Source: an optimization exercise on an open RTL-to-GDS flow (aim: small area and a short achievable clock period). Production flows keep margins and buffers that such runs may drop. Function was checked by simulation only, so behaviour that the tests miss may differ from the original.

`design.v`:
```
module mul16 (
	input  logic [15:0] a, b,
	output logic [31:0] p
);
	logic one0, two0, neg0;
	logic e1;
	logic e2;
	logic e3;
	logic e4;
	logic e5;
	logic e6;
	logic e7;
	logic e8;
	logic e9;
	logic e10;
	logic e11;
	logic e12;
	logic e13;
	logic e14;
	logic e15;
	logic e16;
	logic e17;
	logic ns18;
	logic one1, two1, neg1;
	logic e19;
	logic e20;
	logic e21;
	logic e22;
	logic e23;
	logic e24;
	logic e25;
	logic e26;
	logic e27;
	logic e28;
	logic e29;
	logic e30;
	logic e31;
	logic e32;
	logic e33;
	logic e34;
	logic e35;
	logic ns36;
	logic one2, two2, neg2;
	logic e37;
	logic e38;
	logic e39;
	logic e40;
	logic e41;
	logic e42;
	logic e43;
	logic e44;
	logic e45;
	logic e46;
	logic e47;
	logic e48;
	logic e49;
	logic e50;
	logic e51;
	logic e52;
	logic e53;
	logic ns54;
	logic one3, two3, neg3;
	logic e55;
	logic e56;
	logic e57;
	logic e58;
	logic e59;
	logic e60;
	logic e61;
	logic e62;
	logic e63;
	logic e64;
	logic e65;
	logic e66;
	logic e67;
	logic e68;
	logic e69;
	logic e70;
	logic e71;
	logic ns72;
	logic one4, two4, neg4;
	logic e73;
	logic e74;
	logic e75;
	logic e76;
	logic e77;
	logic e78;
	logic e79;
	logic e80;
	logic e81;
	logic e82;
	logic e83;
	logic e84;
	logic e85;
	logic e86;
	logic e87;
	logic e88;
	logic e89;
	logic ns90;
	logic one5, two5, neg5;
	logic e91;
	logic e92;
	logic e93;
	logic e94;
	logic e95;
	logic e96;
	logic e97;
	logic e98;
	logic e99;
	logic e100;
	logic e101;
	logic e102;
	logic e103;
	logic e104;
	logic e105;
	logic e106;
	logic e107;
	logic ns108;
	logic one6, two6, neg6;
	logic e109;
	logic e110;
	logic e111;
	logic e112;
	logic e113;
	logic e114;
	logic e115;
	logic e116;
	logic e117;
	logic e118;
	logic e119;
	logic e120;
	logic e121;
	logic e122;
	logic e123;
	logic e124;
	logic e125;
	logic ns126;
	logic one7, two7, neg7;
	logic e127;
	logic e128;
	logic e129;
	logic e130;
	logic e131;
	logic e132;
	logic e133;
	logic e134;
	logic e135;
	logic e136;
	logic e137;
	logic e138;
	logic e139;
	logic e140;
	logic e141;
	logic e142;
	logic e143;
	logic ns144;
	logic e145;
	logic e146;
	logic e147;
	logic e148;
	logic e149;
	logic e150;
	logic e151;
	logic e152;
	logic e153;
	logic e154;
	logic e155;
	logic e156;
	logic e157;
	logic e158;
	logic e159;
	logic e160;
	logic s161;
	logic c162;
	logic s163;
	logic c164;
	logic s165;
	logic c166;
	logic s167;
	logic c168;
	logic s169;
	logic c170;
	logic s171;
	logic c172;
	logic s173;
	logic c174;
	logic s175;
	logic c176;
	logic s177;
	logic c178;
	logic s179;
	logic c180;
	logic s181;
	logic c182;
	logic s183;
	logic c184;
	logic s185;
	logic c186;
	logic s187;
	logic c188;
	logic s189;
	logic c190;
	logic s191;
	logic c192;
	logic s193;
	logic c194;
	logic s195;
	logic c196;
	logic s197;
	logic c198;
	logic s199;
	logic c200;
	logic s201;
	logic c202;
	logic s203;
	logic c204;
	logic s205;
	logic c206;
	logic s207;
	logic c208;
	logic s209;
	logic c210;
	logic s211;
	logic c212;
	logic s213;
	logic c214;
	logic s215;
	logic c216;
	logic s217;
	logic c218;
	logic s219;
	logic c220;
	logic s221;
	logic c222;
	logic s223;
	logic c224;
	logic s225;
	logic c226;
	logic s227;
	logic c228;
	logic s229;
	logic c230;
	logic s231;
	logic c232;
	logic s233;
	logic c234;
	logic s235;
	logic c236;
	logic s237;
	logic c238;
	logic s239;
	logic c240;
	logic s241;
	logic c242;
	logic s243;
	logic c244;
	logic s245;
	logic c246;
	logic s247;
	logic c248;
	logic s249;
	logic c250;
	logic s251;
	logic c252;
	logic s253;
	logic c254;
	logic s255;
	logic c256;
	logic s257;
	logic c258;
	logic s259;
	logic c260;
	logic s261;
	logic c262;
	logic s263;
	logic c264;
	logic s265;
	logic c266;
	logic s267;
	logic c268;
	logic s269;
	logic c270;
	logic s271;
	logic c272;
	logic s273;
	logic c274;
	logic s275;
	logic c276;
	logic s277;
	logic c278;
	logic s279;
	logic c280;
	logic s281;
	logic c282;
	logic s283;
	logic c284;
	logic s285;
	logic c286;
	logic s287;
	logic c288;
	logic s289;
	logic c290;
	logic s291;
	logic c292;
	logic s293;
	logic c294;
	logic s295;
	logic c296;
	logic s297;
	logic c298;
	logic s299;
	logic c300;
	logic s301;
	logic c302;
	logic s303;
	logic c304;
	logic s305;
	logic c306;
	logic s307;
	logic c308;
	logic s309;
	logic c310;
	logic s311;
	logic c312;
	logic s313;
	logic c314;
	logic s315;
	logic c316;
	logic s317;
	logic c318;
	logic s319;
	logic c320;
	logic s321;
	logic c322;
	logic s323;
	logic c324;
	logic s325;
	logic c326;
	logic s327;
	logic c328;
	logic s329;
	logic c330;
	logic s331;
	logic c332;
	logic s333;
	logic c334;
	logic s335;
	logic c336;
	logic s337;
	logic c338;
	logic s339;
	logic c340;
	logic s341;
	logic c342;
	logic s343;
	logic c344;
	logic s345;
	logic c346;
	logic s347;
	logic c348;
	logic s349;
	logic c350;
	logic s351;
	logic c352;
	logic s353;
	logic c354;
	logic s355;
	logic c356;
	logic s357;
	logic c358;
	logic s359;
	logic c360;
	logic s361;
	logic c362;
	logic s363;
	logic c364;
	logic s365;
	logic c366;
	logic s367;
	logic c368;
	logic s369;
	logic c370;
	logic s371;
	logic c372;
	logic s373;
	logic c374;
	logic s375;
	logic c376;
	logic s377;
	logic c378;
	logic s379;
	logic c380;
	logic s381;
	logic c382;
	logic s383;
	logic c384;
	logic s385;
	logic c386;
	logic s387;
	logic c388;
	logic s389;
	logic c390;
	logic s391;
	logic c392;
	logic s393;
	logic c394;
	logic s395;
	logic c396;
	logic s397;
	logic c398;
	logic s399;
	logic c400;
	logic s401;
	logic c402;
	logic s403;
	logic c404;
	logic s405;
	logic c406;
	logic s407;
	logic c408;
	logic s409;
	logic c410;
	logic s411;
	logic c412;
	logic s413;
	logic c414;
	logic s415;
	logic c416;
	logic s417;
	logic c418;
	logic s419;
	logic c420;
	logic s421;
	logic c422;
	logic s423;
	logic c424;
	logic s425;
	logic c426;
	logic s427;
	logic c428;
	logic s429;
	logic c430;
	logic s431;
	logic c432;
	logic s433;
	logic c434;
	logic s435;
	logic c436;
	logic s437;
	logic c438;
	logic s439;
	logic c440;
	logic s441;
	logic c442;
	logic s443;
	logic c444;
	logic s445;
	logic c446;
	logic s447;
	logic c448;
	logic s449;
	logic c450;
	logic s451;
	logic c452;
	logic s453;
	logic c454;
	logic s455;
	logic c456;
	logic s457;
	logic c458;
	logic s459;
	logic c460;
	logic s461;
	logic c462;
	logic s463;
	logic c464;
	logic s465;
	logic c466;
	logic s467;
	logic c468;
	logic s469;
	logic c470;
	logic s471;
	logic c472;
	logic s473;
	logic c474;
	logic s475;
	logic c476;
	logic s477;
	logic c478;
	logic s479;
	logic c480;
	logic s481;
	logic c482;
	logic s483;
	logic c484;
	logic s485;
	logic c486;
	logic s487;
	logic c488;
	logic s489;
	logic c490;
	logic s491;
	logic c492;
	assign one0 = b[0] ^ 1'b0;
	assign two0 = (b[1] & ~b[0] & ~1'b0) | (~b[1] & b[0] & 1'b0);
	assign neg0 = b[1];
	assign e1 = ((one0 & a[0])) ^ neg0;
	assign e2 = ((one0 & a[1]) | (two0 & a[0])) ^ neg0;
	assign e3 = ((one0 & a[2]) | (two0 & a[1])) ^ neg0;
	assign e4 = ((one0 & a[3]) | (two0 & a[2])) ^ neg0;
	assign e5 = ((one0 & a[4]) | (two0 & a[3])) ^ neg0;
	assign e6 = ((one0 & a[5]) | (two0 & a[4])) ^ neg0;
	assign e7 = ((one0 & a[6]) | (two0 & a[5])) ^ neg0;
	assign e8 = ((one0 & a[7]) | (two0 & a[6])) ^ neg0;
	assign e9 = ((one0 & a[8]) | (two0 & a[7])) ^ neg0;
	assign e10 = ((one0 & a[9]) | (two0 & a[8])) ^ neg0;
	assign e11 = ((one0 & a[10]) | (two0 & a[9])) ^ neg0;
	assign e12 = ((one0 & a[11]) | (two0 & a[10])) ^ neg0;
	assign e13 = ((one0 & a[12]) | (two0 & a[11])) ^ neg0;
	assign e14 = ((one0 & a[13]) | (two0 & a[12])) ^ neg0;
	assign e15 = ((one0 & a[14]) | (two0 & a[13])) ^ neg0;
	assign e16 = ((one0 & a[15]) | (two0 & a[14])) ^ neg0;
	assign e17 = ((two0 & a[15])) ^ neg0;
	assign ns18 = ~neg0;
	assign one1 = b[2] ^ b[1];
	assign two1 = (b[3] & ~b[2] & ~b[1]) | (~b[3] & b[2] & b[1]);
	assign neg1 = b[3];
	assign e19 = ((one1 & a[0])) ^ neg1;
	assign e20 = ((one1 & a[1]) | (two1 & a[0])) ^ neg1;
	assign e21 = ((one1 & a[2]) | (two1 & a[1])) ^ neg1;
	assign e22 = ((one1 & a[3]) | (two1 & a[2])) ^ neg1;
	assign e23 = ((one1 & a[4]) | (two1 & a[3])) ^ neg1;
	assign e24 = ((one1 & a[5]) | (two1 & a[4])) ^ neg1;
	assign e25 = ((one1 & a[6]) | (two1 & a[5])) ^ neg1;
	assign e26 = ((one1 & a[7]) | (two1 & a[6])) ^ neg1;
	assign e27 = ((one1 & a[8]) | (two1 & a[7])) ^ neg1;
	assign e28 = ((one1 & a[9]) | (two1 & a[8])) ^ neg1;
	assign e29 = ((one1 & a[10]) | (two1 & a[9])) ^ neg1;
	assign e30 = ((one1 & a[11]) | (two1 & a[10])) ^ neg1;
	assign e31 = ((one1 & a[12]) | (two1 & a[11])) ^ neg1;
	assign e32 = ((one1 & a[13]) | (two1 & a[12])) ^ neg1;
	assign e33 = ((one1 & a[14]) | (two1 & a[13])) ^ neg1;
	assign e34 = ((one1 & a[15]) | (two1 & a[14])) ^ neg1;
	assign e35 = ((two1 & a[15])) ^ neg1;
	assign ns36 = ~neg1;
	assign one2 = b[4] ^ b[3];
	assign two2 = (b[5] & ~b[4] & ~b[3]) | (~b[5] & b[4] & b[3]);
	assign neg2 = b[5];
	assign e37 = ((one2 & a[0])) ^ neg2;
	assign e38 = ((one2 & a[1]) | (two2 & a[0])) ^ neg2;
	assign e39 = ((one2 & a[2]) | (two2 & a[1])) ^ neg2;
	assign e40 = ((one2 & a[3]) | (two2 & a[2])) ^ neg2;
	assign e41 = ((one2 & a[4]) | (two2 & a[3])) ^ neg2;
	assign e42 = ((one2 & a[5]) | (two2 & a[4])) ^ neg2;
	assign e43 = ((one2 & a[6]) | (two2 & a[5])) ^ neg2;
	assign e44 = ((one2 & a[7]) | (two2 & a[6])) ^ neg2;
	assign e45 = ((one2 & a[8]) | (two2 & a[7])) ^ neg2;
	assign e46 = ((one2 & a[9]) | (two2 & a[8])) ^ neg2;
	assign e47 = ((one2 & a[10]) | (two2 & a[9])) ^ neg2;
	assign e48 = ((one2 & a[11]) | (two2 & a[10])) ^ neg2;
	assign e49 = ((one2 & a[12]) | (two2 & a[11])) ^ neg2;
	assign e50 = ((one2 & a[13]) | (two2 & a[12])) ^ neg2;
	assign e51 = ((one2 & a[14]) | (two2 & a[13])) ^ neg2;
	assign e52 = ((one2 & a[15]) | (two2 & a[14])) ^ neg2;
	assign e53 = ((two2 & a[15])) ^ neg2;
	assign ns54 = ~neg2;
	assign one3 = b[6] ^ b[5];
	assign two3 = (b[7] & ~b[6] & ~b[5]) | (~b[7] & b[6] & b[5]);
	assign neg3 = b[7];
	assign e55 = ((one3 & a[0])) ^ neg3;
	assign e56 = ((one3 & a[1]) | (two3 & a[0])) ^ neg3;
	assign e57 = ((one3 & a[2]) | (two3 & a[1])) ^ neg3;
	assign e58 = ((one3 & a[3]) | (two3 & a[2])) ^ neg3;
	assign e59 = ((one3 & a[4]) | (two3 & a[3])) ^ neg3;
	assign e60 = ((one3 & a[5]) | (two3 & a[4])) ^ neg3;
	assign e61 = ((one3 & a[6]) | (two3 & a[5])) ^ neg3;
	assign e62 = ((one3 & a[7]) | (two3 & a[6])) ^ neg3;
	assign e63 = ((one3 & a[8]) | (two3 & a[7])) ^ neg3;
	assign e64 = ((one3 & a[9]) | (two3 & a[8])) ^ neg3;
	assign e65 = ((one3 & a[10]) | (two3 & a[9])) ^ neg3;
	assign e66 = ((one3 & a[11]) | (two3 & a[10])) ^ neg3;
	assign e67 = ((one3 & a[12]) | (two3 & a[11])) ^ neg3;
	assign e68 = ((one3 & a[13]) | (two3 & a[12])) ^ neg3;
	assign e69 = ((one3 & a[14]) | (two3 & a[13])) ^ neg3;
	assign e70 = ((one3 & a[15]) | (two3 & a[14])) ^ neg3;
	assign e71 = ((two3 & a[15])) ^ neg3;
	assign ns72 = ~neg3;
	assign one4 = b[8] ^ b[7];
	assign two4 = (b[9] & ~b[8] & ~b[7]) | (~b[9] & b[8] & b[7]);
	assign neg4 = b[9];
	assign e73 = ((one4 & a[0])) ^ neg4;
	assign e74 = ((one4 & a[1]) | (two4 & a[0])) ^ neg4;
	assign e75 = ((one4 & a[2]) | (two4 & a[1])) ^ neg4;
	assign e76 = ((one4 & a[3]) | (two4 & a[2])) ^ neg4;
	assign e77 = ((one4 & a[4]) | (two4 & a[3])) ^ neg4;
	assign e78 = ((one4 & a[5]) | (two4 & a[4])) ^ neg4;
	assign e79 = ((one4 & a[6]) | (two4 & a[5])) ^ neg4;
	assign e80 = ((one4 & a[7]) | (two4 & a[6])) ^ neg4;
	assign e81 = ((one4 & a[8]) | (two4 & a[7])) ^ neg4;
	assign e82 = ((one4 & a[9]) | (two4 & a[8])) ^ neg4;
	assign e83 = ((one4 & a[10]) | (two4 & a[9])) ^ neg4;
	assign e84 = ((one4 & a[11]) | (two4 & a[10])) ^ neg4;
	assign e85 = ((one4 & a[12]) | (two4 & a[11])) ^ neg4;
	assign e86 = ((one4 & a[13]) | (two4 & a[12])) ^ neg4;
	assign e87 = ((one4 & a[14]) | (two4 & a[13])) ^ neg4;
	assign e88 = ((one4 & a[15]) | (two4 & a[14])) ^ neg4;
	assign e89 = ((two4 & a[15])) ^ neg4;
	assign ns90 = ~neg4;
	assign one5 = b[10] ^ b[9];
	assign two5 = (b[11] & ~b[10] & ~b[9]) | (~b[11] & b[10] & b[9]);
	assign neg5 = b[11];
	assign e91 = ((one5 & a[0])) ^ neg5;
	assign e92 = ((one5 & a[1]) | (two5 & a[0])) ^ neg5;
	assign e93 = ((one5 & a[2]) | (two5 & a[1])) ^ neg5;
	assign e94 = ((one5 & a[3]) | (two5 & a[2])) ^ neg5;
	assign e95 = ((one5 & a[4]) | (two5 & a[3])) ^ neg5;
	assign e96 = ((one5 & a[5]) | (two5 & a[4])) ^ neg5;
	assign e97 = ((one5 & a[6]) | (two5 & a[5])) ^ neg5;
	assign e98 = ((one5 & a[7]) | (two5 & a[6])) ^ neg5;
	assign e99 = ((one5 & a[8]) | (two5 & a[7])) ^ neg5;
	assign e100 = ((one5 & a[9]) | (two5 & a[8])) ^ neg5;
	assign e101 = ((one5 & a[10]) | (two5 & a[9])) ^ neg5;
	assign e102 = ((one5 & a[11]) | (two5 & a[10])) ^ neg5;
	assign e103 = ((one5 & a[12]) | (two5 & a[11])) ^ neg5;
	assign e104 = ((one5 & a[13]) | (two5 & a[12])) ^ neg5;
	assign e105 = ((one5 & a[14]) | (two5 & a[13])) ^ neg5;
	assign e106 = ((one5 & a[15]) | (two5 & a[14])) ^ neg5;
	assign e107 = ((two5 & a[15])) ^ neg5;
	assign ns108 = ~neg5;
	assign one6 = b[12] ^ b[11];
	assign two6 = (b[13] & ~b[12] & ~b[11]) | (~b[13] & b[12] & b[11]);
	assign neg6 = b[13];
	assign e109 = ((one6 & a[0])) ^ neg6;
	assign e110 = ((one6 & a[1]) | (two6 & a[0])) ^ neg6;
	assign e111 = ((one6 & a[2]) | (two6 & a[1])) ^ neg6;
	assign e112 = ((one6 & a[3]) | (two6 & a[2])) ^ neg6;
	assign e113 = ((one6 & a[4]) | (two6 & a[3])) ^ neg6;
	assign e114 = ((one6 & a[5]) | (two6 & a[4])) ^ neg6;
	assign e115 = ((one6 & a[6]) | (two6 & a[5])) ^ neg6;
	assign e116 = ((one6 & a[7]) | (two6 & a[6])) ^ neg6;
	assign e117 = ((one6 & a[8]) | (two6 & a[7])) ^ neg6;
	assign e118 = ((one6 & a[9]) | (two6 & a[8])) ^ neg6;
	assign e119 = ((one6 & a[10]) | (two6 & a[9])) ^ neg6;
	assign e120 = ((one6 & a[11]) | (two6 & a[10])) ^ neg6;
	assign e121 = ((one6 & a[12]) | (two6 & a[11])) ^ neg6;
	assign e122 = ((one6 & a[13]) | (two6 & a[12])) ^ neg6;
	assign e123 = ((one6 & a[14]) | (two6 & a[13])) ^ neg6;
	assign e124 = ((one6 & a[15]) | (two6 & a[14])) ^ neg6;
	assign e125 = ((two6 & a[15])) ^ neg6;
	assign ns126 = ~neg6;
	assign one7 = b[14] ^ b[13];
	assign two7 = (b[15] & ~b[14] & ~b[13]) | (~b[15] & b[14] & b[13]);
	assign neg7 = b[15];
	assign e127 = ((one7 & a[0])) ^ neg7;
	assign e128 = ((one7 & a[1]) | (two7 & a[0])) ^ neg7;
	assign e129 = ((one7 & a[2]) | (two7 & a[1])) ^ neg7;
	assign e130 = ((one7 & a[3]) | (two7 & a[2])) ^ neg7;
	assign e131 = ((one7 & a[4]) | (two7 & a[3])) ^ neg7;
	assign e132 = ((one7 & a[5]) | (two7 & a[4])) ^ neg7;
	assign e133 = ((one7 & a[6]) | (two7 & a[5])) ^ neg7;
	assign e134 = ((one7 & a[7]) | (two7 & a[6])) ^ neg7;
	assign e135 = ((one7 & a[8]) | (two7 & a[7])) ^ neg7;
	assign e136 = ((one7 & a[9]) | (two7 & a[8])) ^ neg7;
	assign e137 = ((one7 & a[10]) | (two7 & a[9])) ^ neg7;
	assign e138 = ((one7 & a[11]) | (two7 & a[10])) ^ neg7;
	assign e139 = ((one7 & a[12]) | (two7 & a[11])) ^ neg7;
	assign e140 = ((one7 & a[13]) | (two7 & a[12])) ^ neg7;
	assign e141 = ((one7 & a[14]) | (two7 & a[13])) ^ neg7;
	assign e142 = ((one7 & a[15]) | (two7 & a[14])) ^ neg7;
	assign e143 = ((two7 & a[15])) ^ neg7;
	assign ns144 = ~neg7;
	assign e145 = a[0] & b[15];
	assign e146 = a[1] & b[15];
	assign e147 = a[2] & b[15];
	assign e148 = a[3] & b[15];
	assign e149 = a[4] & b[15];
	assign e150 = a[5] & b[15];
	assign e151 = a[6] & b[15];
	assign e152 = a[7] & b[15];
	assign e153 = a[8] & b[15];
	assign e154 = a[9] & b[15];
	assign e155 = a[10] & b[15];
	assign e156 = a[11] & b[15];
	assign e157 = a[12] & b[15];
	assign e158 = a[13] & b[15];
	assign e159 = a[14] & b[15];
	assign e160 = a[15] & b[15];
	assign s161 = ns18 ^ e34;
	assign c162 = ns18 & e34;
	assign s163 = e35 ^ e51;
	assign c164 = e35 & e51;
	assign s165 = e11 ^ e27;
	assign c166 = e11 & e27;
	assign s167 = e12 ^ e28;
	assign c168 = e12 & e28;
	assign s169 = e13 ^ e29 ^ e45;
	assign c170 = (e13 & e29) | (e13 & e45) | (e29 & e45);
	assign s171 = e61 ^ e77;
	assign c172 = e61 & e77;
	assign s173 = e14 ^ e30 ^ e46;
	assign c174 = (e14 & e30) | (e14 & e46) | (e30 & e46);
	assign s175 = e62 ^ e78;
	assign c176 = e62 & e78;
	assign s177 = e15 ^ e31 ^ e47;
	assign c178 = (e15 & e31) | (e15 & e47) | (e31 & e47);
	assign s179 = e63 ^ e79 ^ e95;
	assign c180 = (e63 & e79) | (e63 & e95) | (e79 & e95);
	assign s181 = e111 ^ e127;
	assign c182 = e111 & e127;
	assign s183 = e16 ^ e32 ^ e48;
	assign c184 = (e16 & e32) | (e16 & e48) | (e32 & e48);
	assign s185 = e64 ^ e80 ^ e96;
	assign c186 = (e64 & e80) | (e64 & e96) | (e80 & e96);
	assign s187 = e112 ^ e128;
	assign c188 = e112 & e128;
	assign s189 = e17 ^ e33 ^ e49;
	assign c190 = (e17 & e33) | (e17 & e49) | (e33 & e49);
	assign s191 = e65 ^ e81 ^ e97;
	assign c192 = (e65 & e81) | (e65 & e97) | (e81 & e97);
	assign s193 = e113 ^ e129 ^ e145;
	assign c194 = (e113 & e129) | (e113 & e145) | (e129 & e145);
	assign s195 = s161 ^ e50 ^ e66;
	assign c196 = (s161 & e50) | (s161 & e66) | (e50 & e66);
	assign s197 = e82 ^ e98 ^ e114;
	assign c198 = (e82 & e98) | (e82 & e114) | (e98 & e114);
	assign s199 = e130 ^ e146 ^ 1'b1;
	assign c200 = (e130 & e146) | (e130 & 1'b1) | (e146 & 1'b1);
	assign s201 = c162 ^ s163 ^ e67;
	assign c202 = (c162 & s163) | (c162 & e67) | (s163 & e67);
	assign s203 = e83 ^ e99 ^ e115;
	assign c204 = (e83 & e99) | (e83 & e115) | (e99 & e115);
	assign s205 = e131 ^ e147 ^ 1'b1;
	assign c206 = (e131 & e147) | (e131 & 1'b1) | (e147 & 1'b1);
	assign s207 = c164 ^ ns36 ^ e52;
	assign c208 = (c164 & ns36) | (c164 & e52) | (ns36 & e52);
	assign s209 = e68 ^ e84 ^ e100;
	assign c210 = (e68 & e84) | (e68 & e100) | (e84 & e100);
	assign s211 = e116 ^ e132 ^ e148;
	assign c212 = (e116 & e132) | (e116 & e148) | (e132 & e148);
	assign s213 = e53 ^ e69 ^ e85;
	assign c214 = (e53 & e69) | (e53 & e85) | (e69 & e85);
	assign s215 = e101 ^ e117 ^ e133;
	assign c216 = (e101 & e117) | (e101 & e133) | (e117 & e133);
	assign s217 = e149 ^ 1'b1;
	assign c218 = e149 & 1'b1;
	assign s219 = ns54 ^ e70 ^ e86;
	assign c220 = (ns54 & e70) | (ns54 & e86) | (e70 & e86);
	assign s221 = e102 ^ e118 ^ e134;
	assign c222 = (e102 & e118) | (e102 & e134) | (e118 & e134);
	assign s223 = e71 ^ e87 ^ e103;
	assign c224 = (e71 & e87) | (e71 & e103) | (e87 & e103);
	assign s225 = e119 ^ e135;
	assign c226 = e119 & e135;
	assign s227 = ns72 ^ e88 ^ e104;
	assign c228 = (ns72 & e88) | (ns72 & e104) | (e88 & e104);
	assign s229 = e89 ^ e105;
	assign c230 = e89 & e105;
	assign s231 = e7 ^ e23;
	assign c232 = e7 & e23;
	assign s233 = e8 ^ e24;
	assign c234 = e8 & e24;
	assign s235 = e9 ^ e25 ^ e41;
	assign c236 = (e9 & e25) | (e9 & e41) | (e25 & e41);
	assign s237 = e57 ^ e73;
	assign c238 = e57 & e73;
	assign s239 = e10 ^ e26 ^ e42;
	assign c240 = (e10 & e26) | (e10 & e42) | (e26 & e42);
	assign s241 = e58 ^ e74;
	assign c242 = e58 & e74;
	assign s243 = s165 ^ e43 ^ e59;
	assign c244 = (s165 & e43) | (s165 & e59) | (e43 & e59);
	assign s245 = e75 ^ e91 ^ neg5;
	assign c246 = (e75 & e91) | (e75 & neg5) | (e91 & neg5);
	assign s247 = c166 ^ s167 ^ e44;
	assign c248 = (c166 & s167) | (c166 & e44) | (s167 & e44);
	assign s249 = e60 ^ e76 ^ e92;
	assign c250 = (e60 & e76) | (e60 & e92) | (e76 & e92);
	assign s251 = c168 ^ s169 ^ s171;
	assign c252 = (c168 & s169) | (c168 & s171) | (s169 & s171);
	assign s253 = e93 ^ e109 ^ neg6;
	assign c254 = (e93 & e109) | (e93 & neg6) | (e109 & neg6);
	assign s255 = c170 ^ c172 ^ s173;
	assign c256 = (c170 & c172) | (c170 & s173) | (c172 & s173);
	assign s257 = s175 ^ e94 ^ e110;
	assign c258 = (s175 & e94) | (s175 & e110) | (e94 & e110);
	assign s259 = c174 ^ c176 ^ s177;
	assign c260 = (c174 & c176) | (c174 & s177) | (c176 & s177);
	assign s261 = s179 ^ s181 ^ neg7;
	assign c262 = (s179 & s181) | (s179 & neg7) | (s181 & neg7);
	assign s263 = c178 ^ c180 ^ c182;
	assign c264 = (c178 & c180) | (c178 & c182) | (c180 & c182);
	assign s265 = s183 ^ s185 ^ s187;
	assign c266 = (s183 & s185) | (s183 & s187) | (s185 & s187);
	assign s267 = c184 ^ c186 ^ c188;
	assign c268 = (c184 & c186) | (c184 & c188) | (c186 & c188);
	assign s269 = s189 ^ s191 ^ s193;
	assign c270 = (s189 & s191) | (s189 & s193) | (s191 & s193);
	assign s271 = c190 ^ c192 ^ c194;
	assign c272 = (c190 & c192) | (c190 & c194) | (c192 & c194);
	assign s273 = s195 ^ s197 ^ s199;
	assign c274 = (s195 & s197) | (s195 & s199) | (s197 & s199);
	assign s275 = c196 ^ c198 ^ c200;
	assign c276 = (c196 & c198) | (c196 & c200) | (c198 & c200);
	assign s277 = s201 ^ s203 ^ s205;
	assign c278 = (s201 & s203) | (s201 & s205) | (s203 & s205);
	assign s279 = c202 ^ c204 ^ c206;
	assign c280 = (c202 & c204) | (c202 & c206) | (c204 & c206);
	assign s281 = s207 ^ s209 ^ s211;
	assign c282 = (s207 & s209) | (s207 & s211) | (s209 & s211);
	assign s283 = c208 ^ c210 ^ c212;
	assign c284 = (c208 & c210) | (c208 & c212) | (c210 & c212);
	assign s285 = s213 ^ s215 ^ s217;
	assign c286 = (s213 & s215) | (s213 & s217) | (s215 & s217);
	assign s287 = c214 ^ c216 ^ c218;
	assign c288 = (c214 & c216) | (c214 & c218) | (c216 & c218);
	assign s289 = s219 ^ s221 ^ e150;
	assign c290 = (s219 & s221) | (s219 & e150) | (s221 & e150);
	assign s291 = c220 ^ c222 ^ s223;
	assign c292 = (c220 & c222) | (c220 & s223) | (c222 & s223);
	assign s293 = s225 ^ e151 ^ 1'b1;
	assign c294 = (s225 & e151) | (s225 & 1'b1) | (e151 & 1'b1);
	assign s295 = c224 ^ c226 ^ s227;
	assign c296 = (c224 & c226) | (c224 & s227) | (c226 & s227);
	assign s297 = e120 ^ e136 ^ e152;
	assign c298 = (e120 & e136) | (e120 & e152) | (e136 & e152);
	assign s299 = c228 ^ s229 ^ e121;
	assign c300 = (c228 & s229) | (c228 & e121) | (s229 & e121);
	assign s301 = e137 ^ e153 ^ 1'b1;
	assign c302 = (e137 & e153) | (e137 & 1'b1) | (e153 & 1'b1);
	assign s303 = c230 ^ ns90 ^ e106;
	assign c304 = (c230 & ns90) | (c230 & e106) | (ns90 & e106);
	assign s305 = e122 ^ e138 ^ e154;
	assign c306 = (e122 & e138) | (e122 & e154) | (e138 & e154);
	assign s307 = e107 ^ e123 ^ e139;
	assign c308 = (e107 & e123) | (e107 & e139) | (e123 & e139);
	assign s309 = e155 ^ 1'b1;
	assign c310 = e155 & 1'b1;
	assign s311 = ns108 ^ e124 ^ e140;
	assign c312 = (ns108 & e124) | (ns108 & e140) | (e124 & e140);
	assign s313 = e125 ^ e141;
	assign c314 = e125 & e141;
	assign s315 = e5 ^ e21;
	assign c316 = e5 & e21;
	assign s317 = e6 ^ e22;
	assign c318 = e6 & e22;
	assign s319 = s231 ^ e39 ^ e55;
	assign c320 = (s231 & e39) | (s231 & e55) | (e39 & e55);
	assign s321 = c232 ^ s233 ^ e40;
	assign c322 = (c232 & s233) | (c232 & e40) | (s233 & e40);
	assign s323 = c234 ^ s235 ^ s237;
	assign c324 = (c234 & s235) | (c234 & s237) | (s235 & s237);
	assign s325 = c236 ^ c238 ^ s239;
	assign c326 = (c236 & c238) | (c236 & s239) | (c238 & s239);
	assign s327 = c240 ^ c242 ^ s243;
	assign c328 = (c240 & c242) | (c240 & s243) | (c242 & s243);
	assign s329 = c244 ^ c246 ^ s247;
	assign c330 = (c244 & c246) | (c244 & s247) | (c246 & s247);
	assign s331 = c248 ^ c250 ^ s251;
	assign c332 = (c248 & c250) | (c248 & s251) | (c250 & s251);
	assign s333 = c252 ^ c254 ^ s255;
	assign c334 = (c252 & c254) | (c252 & s255) | (c254 & s255);
	assign s335 = c256 ^ c258 ^ s259;
	assign c336 = (c256 & c258) | (c256 & s259) | (c258 & s259);
	assign s337 = c260 ^ c262 ^ s263;
	assign c338 = (c260 & c262) | (c260 & s263) | (c262 & s263);
	assign s339 = c264 ^ c266 ^ s267;
	assign c340 = (c264 & c266) | (c264 & s267) | (c266 & s267);
	assign s341 = c268 ^ c270 ^ s271;
	assign c342 = (c268 & c270) | (c268 & s271) | (c270 & s271);
	assign s343 = c272 ^ c274 ^ s275;
	assign c344 = (c272 & c274) | (c272 & s275) | (c274 & s275);
	assign s345 = c276 ^ c278 ^ s279;
	assign c346 = (c276 & c278) | (c276 & s279) | (c278 & s279);
	assign s347 = c280 ^ c282 ^ s283;
	assign c348 = (c280 & c282) | (c280 & s283) | (c282 & s283);
	assign s349 = c284 ^ c286 ^ s287;
	assign c350 = (c284 & c286) | (c284 & s287) | (c286 & s287);
	assign s351 = c288 ^ c290 ^ s291;
	assign c352 = (c288 & c290) | (c288 & s291) | (c290 & s291);
	assign s353 = c292 ^ c294 ^ s295;
	assign c354 = (c292 & c294) | (c292 & s295) | (c294 & s295);
	assign s355 = c296 ^ c298 ^ s299;
	assign c356 = (c296 & c298) | (c296 & s299) | (c298 & s299);
	assign s357 = c300 ^ c302 ^ s303;
	assign c358 = (c300 & c302) | (c300 & s303) | (c302 & s303);
	assign s359 = c304 ^ c306 ^ s307;
	assign c360 = (c304 & c306) | (c304 & s307) | (c306 & s307);
	assign s361 = c308 ^ c310 ^ s311;
	assign c362 = (c308 & c310) | (c308 & s311) | (c310 & s311);
	assign s363 = c312 ^ s313 ^ e157;
	assign c364 = (c312 & s313) | (c312 & e157) | (s313 & e157);
	assign s365 = c314 ^ ns126 ^ e142;
	assign c366 = (c314 & ns126) | (c314 & e142) | (ns126 & e142);
	assign s367 = e143 ^ e159;
	assign c368 = e143 & e159;
	assign s369 = e3 ^ e19;
	assign c370 = e3 & e19;
	assign s371 = e4 ^ e20;
	assign c372 = e4 & e20;
	assign s373 = s315 ^ e37 ^ neg2;
	assign c374 = (s315 & e37) | (s315 & neg2) | (e37 & neg2);
	assign s375 = c316 ^ s317 ^ e38;
	assign c376 = (c316 & s317) | (c316 & e38) | (s317 & e38);
	assign s377 = c318 ^ s319 ^ neg3;
	assign c378 = (c318 & s319) | (c318 & neg3) | (s319 & neg3);
	assign s379 = c320 ^ s321 ^ e56;
	assign c380 = (c320 & s321) | (c320 & e56) | (s321 & e56);
	assign s381 = c322 ^ s323 ^ neg4;
	assign c382 = (c322 & s323) | (c322 & neg4) | (s323 & neg4);
	assign s383 = c324 ^ s325 ^ s241;
	assign c384 = (c324 & s325) | (c324 & s241) | (s325 & s241);
	assign s385 = c326 ^ s327 ^ s245;
	assign c386 = (c326 & s327) | (c326 & s245) | (s327 & s245);
	assign s387 = c328 ^ s329 ^ s249;
	assign c388 = (c328 & s329) | (c328 & s249) | (s329 & s249);
	assign s389 = c330 ^ s331 ^ s253;
	assign c390 = (c330 & s331) | (c330 & s253) | (s331 & s253);
	assign s391 = c332 ^ s333 ^ s257;
	assign c392 = (c332 & s333) | (c332 & s257) | (s333 & s257);
	assign s393 = c334 ^ s335 ^ s261;
	assign c394 = (c334 & s335) | (c334 & s261) | (s335 & s261);
	assign s395 = c336 ^ s337 ^ s265;
	assign c396 = (c336 & s337) | (c336 & s265) | (s337 & s265);
	assign s397 = c338 ^ s339 ^ s269;
	assign c398 = (c338 & s339) | (c338 & s269) | (s339 & s269);
	assign s399 = c340 ^ s341 ^ s273;
	assign c400 = (c340 & s341) | (c340 & s273) | (s341 & s273);
	assign s401 = c342 ^ s343 ^ s277;
	assign c402 = (c342 & s343) | (c342 & s277) | (s343 & s277);
	assign s403 = c344 ^ s345 ^ s281;
	assign c404 = (c344 & s345) | (c344 & s281) | (s345 & s281);
	assign s405 = c346 ^ s347 ^ s285;
	assign c406 = (c346 & s347) | (c346 & s285) | (s347 & s285);
	assign s407 = c348 ^ s349 ^ s289;
	assign c408 = (c348 & s349) | (c348 & s289) | (s349 & s289);
	assign s409 = c350 ^ s351 ^ s293;
	assign c410 = (c350 & s351) | (c350 & s293) | (s351 & s293);
	assign s411 = c352 ^ s353 ^ s297;
	assign c412 = (c352 & s353) | (c352 & s297) | (s353 & s297);
	assign s413 = c354 ^ s355 ^ s301;
	assign c414 = (c354 & s355) | (c354 & s301) | (s355 & s301);
	assign s415 = c356 ^ s357 ^ s305;
	assign c416 = (c356 & s357) | (c356 & s305) | (s357 & s305);
	assign s417 = c358 ^ s359 ^ s309;
	assign c418 = (c358 & s359) | (c358 & s309) | (s359 & s309);
	assign s419 = c360 ^ s361 ^ e156;
	assign c420 = (c360 & s361) | (c360 & e156) | (s361 & e156);
	assign s421 = c362 ^ s363 ^ 1'b1;
	assign c422 = (c362 & s363) | (c362 & 1'b1) | (s363 & 1'b1);
	assign s423 = c364 ^ s365 ^ e158;
	assign c424 = (c364 & s365) | (c364 & e158) | (s365 & e158);
	assign s425 = c366 ^ s367 ^ 1'b1;
	assign c426 = (c366 & s367) | (c366 & 1'b1) | (s367 & 1'b1);
	assign s427 = c368 ^ ns144 ^ e160;
	assign c428 = (c368 & ns144) | (c368 & e160) | (ns144 & e160);
	assign s429 = e1 ^ neg0;
	assign c430 = e1 & neg0;
	assign s431 = e2 ^ c430;
	assign c432 = e2 & c430;
	assign s433 = s369 ^ neg1 ^ c432;
	assign c434 = (s369 & neg1) | (s369 & c432) | (neg1 & c432);
	assign s435 = c370 ^ s371 ^ c434;
	assign c436 = (c370 & s371) | (c370 & c434) | (s371 & c434);
	assign s437 = c372 ^ s373 ^ c436;
	assign c438 = (c372 & s373) | (c372 & c436) | (s373 & c436);
	assign s439 = c374 ^ s375 ^ c438;
	assign c440 = (c374 & s375) | (c374 & c438) | (s375 & c438);
	assign s441 = c376 ^ s377 ^ c440;
	assign c442 = (c376 & s377) | (c376 & c440) | (s377 & c440);
	assign s443 = c378 ^ s379 ^ c442;
	assign c444 = (c378 & s379) | (c378 & c442) | (s379 & c442);
	assign s445 = c380 ^ s381 ^ c444;
	assign c446 = (c380 & s381) | (c380 & c444) | (s381 & c444);
	assign s447 = c382 ^ s383 ^ c446;
	assign c448 = (c382 & s383) | (c382 & c446) | (s383 & c446);
	assign s449 = c384 ^ s385 ^ c448;
	assign c450 = (c384 & s385) | (c384 & c448) | (s385 & c448);
	assign s451 = c386 ^ s387 ^ c450;
	assign c452 = (c386 & s387) | (c386 & c450) | (s387 & c450);
	assign s453 = c388 ^ s389 ^ c452;
	assign c454 = (c388 & s389) | (c388 & c452) | (s389 & c452);
	assign s455 = c390 ^ s391 ^ c454;
	assign c456 = (c390 & s391) | (c390 & c454) | (s391 & c454);
	assign s457 = c392 ^ s393 ^ c456;
	assign c458 = (c392 & s393) | (c392 & c456) | (s393 & c456);
	assign s459 = c394 ^ s395 ^ c458;
	assign c460 = (c394 & s395) | (c394 & c458) | (s395 & c458);
	assign s461 = c396 ^ s397 ^ c460;
	assign c462 = (c396 & s397) | (c396 & c460) | (s397 & c460);
	assign s463 = c398 ^ s399 ^ c462;
	assign c464 = (c398 & s399) | (c398 & c462) | (s399 & c462);
	assign s465 = c400 ^ s401 ^ c464;
	assign c466 = (c400 & s401) | (c400 & c464) | (s401 & c464);
	assign s467 = c402 ^ s403 ^ c466;
	assign c468 = (c402 & s403) | (c402 & c466) | (s403 & c466);
	assign s469 = c404 ^ s405 ^ c468;
	assign c470 = (c404 & s405) | (c404 & c468) | (s405 & c468);
	assign s471 = c406 ^ s407 ^ c470;
	assign c472 = (c406 & s407) | (c406 & c470) | (s407 & c470);
	assign s473 = c408 ^ s409 ^ c472;
	assign c474 = (c408 & s409) | (c408 & c472) | (s409 & c472);
	assign s475 = c410 ^ s411 ^ c474;
	assign c476 = (c410 & s411) | (c410 & c474) | (s411 & c474);
	assign s477 = c412 ^ s413 ^ c476;
	assign c478 = (c412 & s413) | (c412 & c476) | (s413 & c476);
	assign s479 = c414 ^ s415 ^ c478;
	assign c480 = (c414 & s415) | (c414 & c478) | (s415 & c478);
	assign s481 = c416 ^ s417 ^ c480;
	assign c482 = (c416 & s417) | (c416 & c480) | (s417 & c480);
	assign s483 = c418 ^ s419 ^ c482;
	assign c484 = (c418 & s419) | (c418 & c482) | (s419 & c482);
	assign s485 = c420 ^ s421 ^ c484;
	assign c486 = (c420 & s421) | (c420 & c484) | (s421 & c484);
	assign s487 = c422 ^ s423 ^ c486;
	assign c488 = (c422 & s423) | (c422 & c486) | (s423 & c486);
	assign s489 = c424 ^ s425 ^ c488;
	assign c490 = (c424 & s425) | (c424 & c488) | (s425 & c488);
	assign s491 = c426 ^ s427 ^ c490;
	assign c492 = (c426 & s427) | (c426 & c490) | (s427 & c490);
	assign p[0] = s429;
	assign p[1] = s431;
	assign p[2] = s433;
	assign p[3] = s435;
	assign p[4] = s437;
	assign p[5] = s439;
	assign p[6] = s441;
	assign p[7] = s443;
	assign p[8] = s445;
	assign p[9] = s447;
	assign p[10] = s449;
	assign p[11] = s451;
	assign p[12] = s453;
	assign p[13] = s455;
	assign p[14] = s457;
	assign p[15] = s459;
	assign p[16] = s461;
	assign p[17] = s463;
	assign p[18] = s465;
	assign p[19] = s467;
	assign p[20] = s469;
	assign p[21] = s471;
	assign p[22] = s473;
	assign p[23] = s475;
	assign p[24] = s477;
	assign p[25] = s479;
	assign p[26] = s481;
	assign p[27] = s483;
	assign p[28] = s485;
	assign p[29] = s487;
	assign p[30] = s489;
	assign p[31] = s491;
endmodule
module div_steps #(parameter int JHI = 15, parameter int JLO = 0) (
	input  logic [15:0]      r_in,
	input  logic [JHI:JLO]   a,
	input  logic [15:0]      b,
	output logic [15:0]      r_out,
	output logic [JHI:JLO]   q
);
	logic [15:0] rr [JLO:JHI+1];
	assign rr[JHI+1] = r_in;
	for (genvar j = JHI; j >= JLO; j--) begin : st
		localparam int W = 16 - j;
		logic [W-1:0] t, d;
		logic         bo, hz;
		if (W == 1) begin : w1
			assign t = a[j];
		end else begin : wn
			assign t = {rr[j+1][W-2:0], a[j]};
		end
		assign {bo, d} = {1'b0, t} - {1'b0, b[W-1:0]};
		if (W == 16) begin : hz16
			assign hz = 1'b1;
		end else begin : hzn
			assign hz = ~|b[15:W];
		end
		assign q[j] = hz & ~bo;
		if (W == 16) begin : o16
			assign rr[j] = q[j] ? d : t;
		end else begin : on
			assign rr[j] = {{(16-W){1'b0}}, q[j] ? d : t};
		end
	end
	assign r_out = rr[JLO];
endmodule
module pr2_cpu(
	input  logic        clk,
	input  logic        rst,
	output logic [5:0]  pc,
	input  logic [17:0] instr,
	output logic [4:0]  dmem_addr,
	output logic [15:0] dmem_wdata,
	output logic        dmem_we,
	input  logic [15:0] dmem_rdata,
	input  logic        init_en,
	input  logic [3:0]  init_addr,
	input  logic [3:0]  init_data,
	input  logic [3:0]  dbg_addr,
	output logic [15:0] dbg_data
	);
	localparam int DK = 7;    
	logic [5:0] op;
	logic [3:0] rs, rt, rd;
	assign op = instr[17:12];
	assign rs = instr[11:8];
	assign rt = instr[7:4];
	assign rd = instr[3:0];
	logic cJ, cB1, cB2, cM, cI, cR, jump;
	assign cJ  = (op[5:1] == 5'b00000);    
	assign cB1 = (op[5:1] == 5'b00001);    
	assign cB2 = (op[5:2] == 4'b0001);     
	assign cM  = (op[5:3] == 3'b001);      
	assign cI  = (op[5:4] == 2'b01);       
	assign cR  = op[5];                    
	assign jump = cJ | (op[5:2] == 4'b1000);
	logic [15:0] regs [16];
	logic [15:0] RD1, RD2, WD;
	logic [3:0]  WA;
	assign RD1 = regs[rs];
	assign RD2 = regs[rt];
	assign dbg_data = regs[dbg_addr];
	for (genvar k = 0; k < 16; k++) begin : rf
		always_ff @(posedge clk)
			if (WA == k) regs[k] <= WD;
	end
	logic [15:0] SignImm, ZeroImm, CompImm, opb;
	assign SignImm = {{12{rd[3]}}, rd};
	assign ZeroImm = {12'b0, rd};
	assign CompImm = op[1] ? (op[0] ? {~rd, 12'hFFF} : {8'b0, rd, 4'b0}) : {4'b0, rd, 8'b0};
	assign opb = cR ? RD2 : ((op[2] & cI) ? ((op[3] | (op[0] & op[1])) ? CompImm : ZeroImm) : SignImm);
	logic [3:0]  F;
	logic [15:0] g, sum, lg, alu_out;
	logic        cout, ovs, slt;
	assign F = (op[3] & op[2]) ? 4'b0101 : op[3:0];
	assign g = F[1] ? ~opb : opb;
	assign {cout, sum} = {1'b0, RD1} + {1'b0, g} + {16'b0, F[1]};
	assign ovs = (sum[15] ^ RD1[15]) & ~(RD1[15] ^ g[15]);
	assign slt = F[0] ? ~cout : (ovs ? cout : sum[15]);
	always_comb
		case (F[1:0])
			2'b00: lg = RD1 & opb;
			2'b01: lg = RD1 | opb;
			2'b10: lg = RD1 ^ opb;
			default: lg = ~(RD1 | opb);
		endcase
	assign alu_out = F[2] ? lg : (F[3] ? {15'b0, slt} : sum);
	logic [15:0] sh_in, sh_r, sh_out, sh_s0, sh_s1, sh_s2;
	logic        sh_left, sh_fill;
	assign sh_left = (op[1:0] == 2'b00);
	assign sh_fill = op[1] & RD2[15];
	for (genvar i = 0; i < 16; i++) begin : rv
		assign sh_in[i] = sh_left ? RD2[15-i] : RD2[i];
		assign sh_out[i] = sh_left ? sh_r[15-i] : sh_r[i];
	end
	assign sh_s0 = RD1[0] ? {sh_fill, sh_in[15:1]} : sh_in;
	assign sh_s1 = RD1[1] ? {{2{sh_fill}}, sh_s0[15:2]} : sh_s0;
	assign sh_s2 = RD1[2] ? {{4{sh_fill}}, sh_s1[15:4]} : sh_s1;
	assign sh_r  = RD1[3] ? {{8{sh_fill}}, sh_s2[15:8]} : sh_s2;
	localparam logic [1:0] MD_RES = 2'd0, MD_MUL = 2'd1, MD_DIV = 2'd2;
	logic [1:0]  mode;
	logic [15:0] hr, lr, xr;
	logic [15:0] fH, fL, mH, mL, dR, dQl;
	logic [31:0] prod;
	mul16 mul (.a(hr), .b(lr), .p(prod));
	div_steps #(.JHI(15-DK), .JLO(0)) div2 (
		.r_in(hr), .a(lr[15:DK]), .b(xr), .r_out(dR), .q(dQl[15-DK:0]));
	assign dQl[15:16-DK] = lr[DK-1:0];
	always_comb
		case (mode)
			MD_MUL: begin fH = prod[31:16]; fL = prod[15:0]; end
			MD_DIV: begin fH = dR; fL = dQl; end
			default: begin fH = hr; fL = lr; end
		endcase
	logic [15:0] d1R;
	logic [15:16-DK] d1Q;
	div_steps #(.JHI(15), .JLO(16-DK)) div1 (
		.r_in(16'b0), .a(RD1[15:16-DK]), .b(RD2), .r_out(d1R), .q(d1Q));
	always_ff @(posedge clk) begin
		if (op[2]) begin
			if (op[0]) begin
				mode <= MD_RES; hr <= RD1; lr <= RD1;
			end else if (op[1]) begin
				mode <= MD_DIV; hr <= d1R; lr <= {RD1[15-DK:0], d1Q}; xr <= RD2;
			end else begin
				mode <= MD_MUL; hr <= RD1; lr <= RD2;
			end
		end else if (op[0]) begin
			mode <= MD_RES;
			if (op[1]) begin hr <= fH; lr <= RD1; end
			else       begin hr <= RD1; lr <= fL; end
		end
	end
	logic [15:0] mul_out;
	assign mul_out = op[1] ? fL : fH;
	logic [15:0] R_out;
	always_comb
		if (cI | (cR & op[4]))       R_out = alu_out;
		else if (cR & ~op[3])        R_out = sh_out;
		else if (cR)                 R_out = mul_out;
		else                         R_out = 16'b0;
	logic [5:0]  addr6;
	logic [15:0] MOut, ld, bsel;
	assign addr6 = RD1[5:0] + SignImm[5:0];
	assign MOut = dmem_rdata;
	assign dmem_addr = addr6[5:1];
	assign dmem_we = op[2] & cM;
	assign dmem_wdata = op[0] ? RD2 : (addr6[0] ? {RD2[7:0], MOut[15:8]} : {MOut[15:8], RD2[7:0]});
	assign bsel = addr6[0] ? {8'b0, MOut[15:8]} : {8'b0, MOut[7:0]};
	assign ld = op[0] ? MOut : {{8{bsel[7] & ~op[1]}}, bsel[7:0]};
	logic [5:0] pc1, pc_next;
	logic       taken, eq, lez;
	assign pc1 = pc + 6'd1;
	assign eq  = (RD1 == RD2);
	assign lez = RD1[15] | (RD1 == 16'b0);
	assign taken = (cB1 & (op[0] ^ RD1[15])) |
	               (cB2 & (op[0] ^ (op[1] ? lez : eq)));
	assign pc_next = taken ? (pc1 + SignImm[5:0]) : (jump ? (cR ? RD1[5:0] : instr[5:0]) : pc1);
	always_ff @(posedge clk)
		if (rst) pc <= 6'd0;
		else if (!init_en) pc <= pc_next;
	always_comb begin
		if (init_en) begin
			WA = init_addr;
			WD = {12'b0, init_data};
		end else begin
			WA = jump ? 4'd15 : (cR ? rd : rt);
			WD = cM ? ld : ((jump & op[0]) ? {10'b0, pc1} : R_out);
		end
	end
endmodule
```
`flow/run.sh`:
```
#!/bin/bash
# Standard layout (the standard flow's synthesis, clock and constraints) with two changes
# to how the layout is optimised:
#  - timing repair is asked to leave extra setup slack, so the resizer keeps
#    improving paths beyond what the 42 ns clock requires;
#  - the input/output port buffers are buf_2 instead of the default choice.
set -euo pipefail
bash standard.sh SETUP_SLACK_MARGIN=20 "BUFFER_PORTS_ARGS=-buffer_cell sky130_fd_sc_hd__buf_2" finish > orfs_flow.log 2>&1
```
`standard.sh`:
```
#!/bin/bash
# synth_recipe.tcl (not shown) runs the flow's synth.tcl, then flattens the netlist and writes it again
# the make line also repeats each setting of config.mk as NAME=value (left out here)
make -C /OpenROAD-flow-scripts/flow DESIGN_CONFIG=/design/flow/config.mk WORK_HOME=/design/flow/orfs CLKGATE_MAP_FILE= SYNTH_SCRIPT=/design/flow/synth_recipe.tcl "${@:-finish}"
```
`config.mk`:
```
export PLATFORM = sky130hd
export DESIGN_NAME = pr2_cpu
export DESIGN_NICKNAME = pr2_cpu
export VERILOG_FILES = /design/flow/design.v
export SDC_FILE = /design/flow/constraint.sdc
export NUM_CORES = 4
export LEC_CHECK = 0
export ABC_AREA = 1
export CAP_MARGIN = 20
export CORE_MARGIN = 2
export CORE_UTILIZATION = 40
export CTS_BUF_LIST = sky130_fd_sc_hd__clkbuf_8
export SLEW_MARGIN = 20
```
`constraint.sdc`:
```
create_clock -name core_clock -period 42.0 [get_ports {clk}]
set_input_delay 8.4000 -clock core_clock [delete_from_list [all_inputs] [get_ports {clk}]]
set_output_delay 8.4000 -clock core_clock [all_outputs]
set_load 0.01 [all_outputs]
```
==> summary.txt, run 1 <==
* Outcome: finished clean
* Cells after DPL at a little under 6000
* IO buf count at approximately 90
* Clock latency on the worst-skew pair at just over 0.7 ns
* Initial Utilization at 0.403
* Largest net degree at the start of global routing at 41
* GPL Wtd Cong at ~1.0
* Initial antenna violation count at 6
* Drc violations at 0
* Worst slew pin tran at roughly 1.1 ns
* Relative slew slack at 0.221
* Unrepaired setup endpoints after global routing: no
* TritonCTS buffer count at 52
* Layout cell share with drive strength beyond 1 at 0.0805
* Post-synth ARST share at 0
* Top cell type's share of synthesized area at 0.263
* Detailed Route WL at between 150 and 200 mm
* Final Max Tran Viols at 0
* Routed via count at roughly 36000
* Hpwl dp at between 100 and 150 mm
* Crit path arrival time at 13.07 ns
* Wirelength per Cell at 25.7 µm
* #FFs+latches synth at 312
* Seq/Total Area, Yosys at 0.266
* WP data required at around 34 ns
* H-tree depth at 2
* First-pass DRT Iterations at 8
* DRT iter0 DRCs at 5057
* Inserted Diodes at 0
* Non-Filler Instances at about 6000
* Post-synth top area cell: edfxtp_1
* Mapped Area at around 0.035 mm²
* Final ANT Viol Nets at 0
* CTS Root Buffer Type: clkbuf_8
* CTS max path bufs at 3
* Vias/cell at 6.03
* Setup crit start kind: input port
* Clk slew on worst S/H paths at ~0.070 ns
* CP startpoint: instr[9]
* Finish-stage setup viols at 0
* Max Fclk at approximately 47 MHz
* FP Rows at approximately 110
* Die area at between 0.08 and 0.09 mm²
* CTS sink cnt at 312
* Area contributors post-synth: edfxtp_1, nand2_1, fa_1
* First-pass GRT wire length at approximately 230 mm
* Synth cell types at 55
* RR Startpoint: xr[1]$_DFFE_PP_
* NumNets Final at between 5000 and 6000
* CTS tree: yes
* Final period utilization at 0.511
* Gr usage total at 0.336
* Hold_sp: pc[2]$_SDFFE_PP0N_
* Ys Warns at 6
* Max Cap Viol at 0
* Clk_skew at around 0.084 ns
* Die height at 300 µm
* Syn avg cell area at 7.40 µm²
* Worst setup EP type: output port
* Vias in the first global route at 34200
* Total core area at around 0.087 mm²
* Area Overhead vs Synth at 9.30%
* Cells after synthesis at approximately 4700
* Worst setup path class: input port to output port
* Crit path time final at roughly 21 ns
* Final Hold Fails at 0
* Hold Crit Class: flop to flop
* Placed cell area at around 0.037 mm²
* Horiz. Die Dim at around 300 µm
* Design area at roughly 0.038 mm²
* R2R Setup Slk at ~22 ns
* Number of enable flip-flop cells after synthesis at 306
* I/O Pins at 93
* Final hold slack at 0.623 ns
* Crit Path Max Fanout at 23
* Post-Syn Nets at between 5000 and 6000
* Sum of negative setup slack at 0 ns
* Primary FF master, synth: edfxtp_1
* Total gr overflow at 0
[cell type report]
| class | count | area [µm²] |
|---|---|---|
| inverters | 699 | 2630 |
| flip-flops and latches | 312 | 9310 |
| fillers | 9073 | 48500 |
| repair buffers | 207 | 1320 |
| clock buffers | 52 | 716 |
| well taps | 1155 | 1450 |
| clock inverters | 46 | 398 |
| multi-input cells | 3542 | 22400 |
[worst max-delay path, stage by stage]
cell and delay [ns]:
buf_2 0.13, nor2_1 0.29, inv_1 0.11, nor2_1 0.82
a221oi_1 0.26, nand4_1 0.14, nand2_1 0.13, buf_4 0.26
inv_1 0.65, ha_1 0.27, clkinv_1 0.35, nor2_1 0.77
nand2_1 0.13, o21ai_0 0.14, buf_2 0.18
[flip-flops by register name, indices dropped and copies added, names as in the netlist]
name	flops
hr	16
lr	16
mode	2
pc	6
xr	16
regs	256
[worst paths after layout]
| path | to | cells past startpoint |
|---|---|---|
| hold / removal | pc[2]$_SDFFE_PP0N_ | 2 |
| setup / recovery | dmem_wdata[3] | 15 |
| setup reg to reg | regs[0][0]$_DFFE_PN_ | 98 |
| hold reg to reg | pc[2]$_SDFFE_PP0N_ | 2 |
[synthesized netlist by cell type (all sizes together) (2+ instances only)]
master   number
nor3         41
o2111ai      38
o21a          7
o21bai       14
o211ai       30
a21oi       221
xnor2        43
a31oi        31
and2         15
nand4        40
or2          11
nand3       286
a211oi       24
clkbuf      123
edfxtp      306
nand2      1104
o31ai         6
nor2        268
inv         672
clkinv       27
buf          47
a221o         3
a2111oi      17
o21ai       360
ha          222
xor2        222
a22o          2
o221ai       47
nand3b        2
o22ai       251
a21o          8
a221oi       43
dfxtp         6
fa          146
nor4         27
a21boi        7
[stage by stage]
| step | worst slack [ns] | util |
|---|---|---|
| 2_1_floorplan | 22.51 | - |
| 3_3_place_gp | 20.45 | 0.427 |
| 3_5_place_dp | 20.44 | 0.427 |
| 4_1_cts | 20.40 | 0.440 |
| 5_1_grt | 20.12 | 0.441 |
| 6_report | 20.53 | 0.441 |
[cell families (layout without fill, tap and decap cells)]
| group | Yosys count | after routing | share of synthesized area |
|---|---|---|---|
| buffers and inverters | 869 | 1004 | 0.0949 |
| and+or+nand+nor | 1794 | 1794 | 0.214 |
| xor gates and xnor gates | 265 | 265 | 0.0664 |
| AOI/OAI and AO/OA | 1114 | 1114 | 0.195 |
| DFF | 312 | 312 | 0.266 |
| adders and majority gates | 369 | 369 | 0.163 |
[timing repair]
action,CTS,global route
endpoints found under the setup margin,0,271
resized for setup,0,11
setup buffers,0,5
hold buffers,0,0
[layer usage]
metal	wire length, µm	global-route usage	part of all wire	vias to the layer above
met5	36	0	0.00023	-
met4	7350	0.145	0.048	6
met3	15800	0.0539	0.10	376
met2	66700	0.512	0.43	2201
met1	64800	0.472	0.42	17300
li1	-	-	-	16400
[cells in the final DEF, fill, tap and decap left out, drive strengths merged, types with 2 or more instances in the layout]
| cell | Yosys | routed |
|---|---|---|
| nand2 | 1104 | 1104 |
| inv | 672 | 683 |
| o21ai | 360 | 360 |
| edfxtp | 306 | 306 |
| nand3 | 286 | 286 |
| nor2 | 268 | 268 |
| o22ai | 251 | 251 |
| xor2 | 222 | 222 |
| ha | 222 | 222 |
| a21oi | 221 | 221 |
| buf | 47 | 207 |
| fa | 146 | 146 |
| clkbuf | 123 | 52 |
| clkinv | 27 | 52 |
| o221ai | 47 | 47 |
| a221oi | 43 | 43 |
| xnor2 | 43 | 43 |
| nor3 | 41 | 41 |
| nand4 | 40 | 40 |
| o2111ai | 38 | 38 |
| a31oi | 31 | 31 |
| o211ai | 30 | 30 |
| nor4 | 27 | 27 |
| a211oi | 24 | 24 |
| a2111oi | 17 | 17 |
| and2 | 15 | 15 |
| o21bai | 14 | 14 |
| or2 | 11 | 11 |
| a21o | 8 | 8 |
| o21a | 7 | 7 |
| a21boi | 7 | 7 |
| o31ai | 6 | 6 |
| bufinv | 0 | 6 |
| dfxtp | 6 | 6 |
| clkinvlp | 0 | 4 |
| a221o | 3 | 3 |
| a22o | 2 | 2 |
| nand3b | 2 | 2 |
==> inputs of run 2 (changes only) <==
--- a/flow/run.sh
+++ b/flow/run.sh
@@ -7,2 +7,2 @@
 set -euo pipefail
-bash standard.sh SETUP_SLACK_MARGIN=20 "BUFFER_PORTS_ARGS=-buffer_cell sky130_fd_sc_hd__buf_2" finish > orfs_flow.log 2>&1
+bash standard.sh SETUP_SLACK_MARGIN=23 "BUFFER_PORTS_ARGS=-buffer_cell sky130_fd_sc_hd__buf_2" finish > orfs_flow.log 2>&1
--- a/config.mk
+++ b/config.mk
@@ -13 +13,2 @@
 export SLEW_MARGIN = 20
+export TNS_END_PERCENT = 20
==> summary.txt, run 2 <==
* Outcome: finished clean
* NumNets Final at 5313 (+1.6%)
* WP data required at 33.60 ns (about the same)
* Max Cap Viol at 0 (unchanged)
* Syn avg cell area at 7.40 µm² (unchanged)
* Die area at 0.0898 mm² (unchanged)
* Largest reg by FF count: regs
* Design area at 0.0398 mm² (+4.1%)
* TritonCTS buffer count at 51 (-1.9%)
* Hpwl dp at 113 mm (-4.2%)
* Placed cell area at 0.0371 mm² (+0.21%)
* Max Fclk at 51.0 MHz (+9.5%)
* Clk_skew at 0.109 ns (+0.0254 ns)
* I/O Pins at 93 (unchanged)
* Synth cell types at 55 (unchanged)
* Reg2Reg Depth at 104 (+6.1%)
* FP Rows at 108 (unchanged)
* H-tree depth at 2 (unchanged)
* Unrepaired setup endpoints after global routing: yes
* Relative slew slack at 0.270 (+0.0496)
* R2R Setup Slk at 24.38 ns (+2.61 ns)
* First-pass DRT Iterations at 6 (-2)
* Most frequent cells in the layout: nand2_1, inv_1, edfxtp_1
* Horiz. Die Dim at 300 µm (unchanged)
* Post-synth ARST share at 0 (unchanged)
* Ys Warns at 6 (unchanged)
* Wirelength per Cell at 25.5 µm (-0.99%)
* Final period utilization at 0.467 (-0.0442)
* Clock latency on the worst-skew pair at 0.70 ns (about the same)
* Most common cell in the netlist: nand2_1
* Post-synth top area cell: edfxtp_1
* Hold Crit Class: flop to flop
* Cells after DPL at 5900 (-0.17%)
* Area contributors post-synth: edfxtp_1, nand2_1, fa_1
* Hold Path Stages at 4 (+2)
* Number of enable flip-flop cells after synthesis at 306 (unchanged)
* Initial Utilization at 0.403 (unchanged)
* CTS max path bufs at 3 (unchanged)
* Vias/cell at 6.12 (+1.5%)
* Fin util at 0.459 (+0.0180)
* Worst setup EP type: output port
* Final Hold Fails at 0 (unchanged)
* CTS tree: yes
* Crit path arrival time at 11.21 ns (-1.86 ns)
* Largest net degree at the start of global routing at 41 (unchanged)
* GPL Wtd Cong at 1.04 (+4.0%)
* CTS Root Buffer Type: clkbuf_8
* Clk slew on worst S/H paths at 0.05 ns (-0.02 ns)
* CTS sink cnt at 312 (unchanged)
* Crit path time final at 19.61 ns (-1.86 ns)
* Sum of negative setup slack at 0 ns (unchanged)
* #FFs+latches synth at 312 (unchanged)
* Total gr overflow at 0 (unchanged)
* Crit Path Max Fanout at 10 (-57%)
* Non-Filler Instances at 6093 (+1.3%)
* Area Overhead vs Synth at 13.8%
* Setup crit start kind: input port
* Worst setup path class: input port to output port
* Vias in the first global route at 35100 (+2.6%)
* Post-Syn Nets at 5140 (unchanged)
* Cells after synthesis at 4723 (unchanged)
* Top cells by count, synth: nand2_1, inv_1, edfxtp_1
* Gr usage total at 0.337 (+0.000646)
* Detailed Route WL at 155 mm (+0.32%)
* Commonest non-fill, non-tap cell in the layout: nand2_1
* Seq/Total Area, Yosys at 0.266 (unchanged)
* Die height at 300 µm (unchanged)
* Top cell type's share of synthesized area at 0.263 (unchanged)
* Primary FF master, synth: edfxtp_1
* Finish-stage setup viols at 0 (unchanged)
* Drc violations at 0 (unchanged)
* Total core area at 0.0868 mm² (unchanged)
* Routed via count at 37300 (+2.9%)
* Initial antenna violation count at 4 (-2)
* Layout cell share with drive strength beyond 1 at 0.116 (+0.0356)
* IO buf count at 92 (unchanged)
* DRT iter0 DRCs at 5188 (+2.6%)
* Mapped Area at 0.0350 mm² (unchanged)
* First-pass GRT wire length at 227 mm (+0.20%)
* Max FFs per register at 256 (unchanged)
* Post-CTS Hold Fix Bufs at 0 (unchanged)
* Worst slew pin tran at 1.09 ns (-0.0517 ns)
* Final Max Tran Viols at 0 (unchanged)
* Final ANT Viol Nets at 0 (unchanged)
[run 2: timing repair]
item,CTS,global route
setup endpoints to repair,308,310
pin swaps,30,6
gates resized for setup,146,63
buffers inserted,80,13
gates cloned,5,0
[run 2: per-layer routing]
metal / share of wire / vias up / global-route usage
met1: 0.41 / 17600 / 0.464
met5: 0 / - / 0
li1: - / 16500 / -
met4: 0.063 / 0 / 0.176
met3: 0.12 / 532 / 0.0720
met2: 0.41 / 2613 / 0.496
[run 2: kinds of logic after synthesis]
family,count (synthesis),synth area share
simple gates,1794,0.214
compound gates,1114,0.195
buf+inv,869,0.0949
fa+ha+maj,369,0.163
xor+xnor,265,0.0664
flops,312,0.266
[run 2: critical path: stages]
cell and delay, ns:
buf_2 0.14, nor2_1 0.56, inv_1 0.19, nor2_2 0.39, clkinv_1 0.45, o221ai_1 0.37
a2111oi_0 0.11, o211ai_1 0.33, buf_2 0.26
[run 2: final cells by class]
| cell class | count | area [µm²] |
|---|---|---|
| timing repair buffer | 287 | 2100 |
| fill | 8886 | 47000 |
| sequential | 312 | 9310 |
| inverter | 699 | 2750 |
| clock inverter | 41 | 334 |
| timing repair inverter | 2 | 8.76 |
| tap | 1155 | 1450 |
| multi-input combinational | 3543 | 23100 |
| antenna | 3 | 7.51 |
| clock buffer | 51 | 702 |
[run 2: final timing paths]
kind,startpoint,end
worst max-delay path,dbg_addr[3],dbg_data[14]
worst min-delay path,pc[3]$_SDFFE_PP0N_,pc[3]$_SDFFE_PP0N_
worst max register to register,lr[15]$_DFFE_PP_,regs[5][8]$_DFFE_PN_
worst min register to register,pc[3]$_SDFFE_PP0N_,pc[3]$_SDFFE_PP0N_
[run 2: metrics by stage]
stage / hold WS (ns) / worst slack (ns)
after floorplan: 0.584 / 22.90
after global placement: 0.585 / 19.87
after detailed placement: 0.579 / 20.37
after CTS: 0.592 / 22.59
after global routing: 0.653 / 22.37
final: 0.589 / 22.39

## separate check: timing with driven ports
The results above use ideal ports. As a check the final layouts listed here were re-extracted and re-timed, cells and wires unchanged. Step 1 (the two cells are an assumption about what drives the block):
set clk [get_ports {clk}]
set_driving_cell -lib_cell sky130_fd_sc_hd__clkbuf_16 $clk
set_driving_cell -lib_cell sky130_fd_sc_hd__buf_2 [delete_from_list [all_inputs] $clk]
Step 2, shift: input delay + t, output delay - t, t = (earliest + latest rising clock arrival at the registers) / 2. This alone moves slack from input paths to output paths. Three values: ideal ports, drivers, drivers and shift; two values: the first two.
run	t (ns)	setup WS [ns]	hold slack, ns	worst setup path after step 2
run 1	0.729	20.533 / 20.506 / 20.506	0.623 / 0.623 / 0.623	input to output
run 2	0.707	22.391 / 22.373 / 22.373	0.589 / 0.589 / 0.589	input to output
After both steps setup and hold are still met in every run listed. For run 1, which loses most, drivers alone change the setup slack by -0.027 ns; drivers and shift together by -0.027 ns.
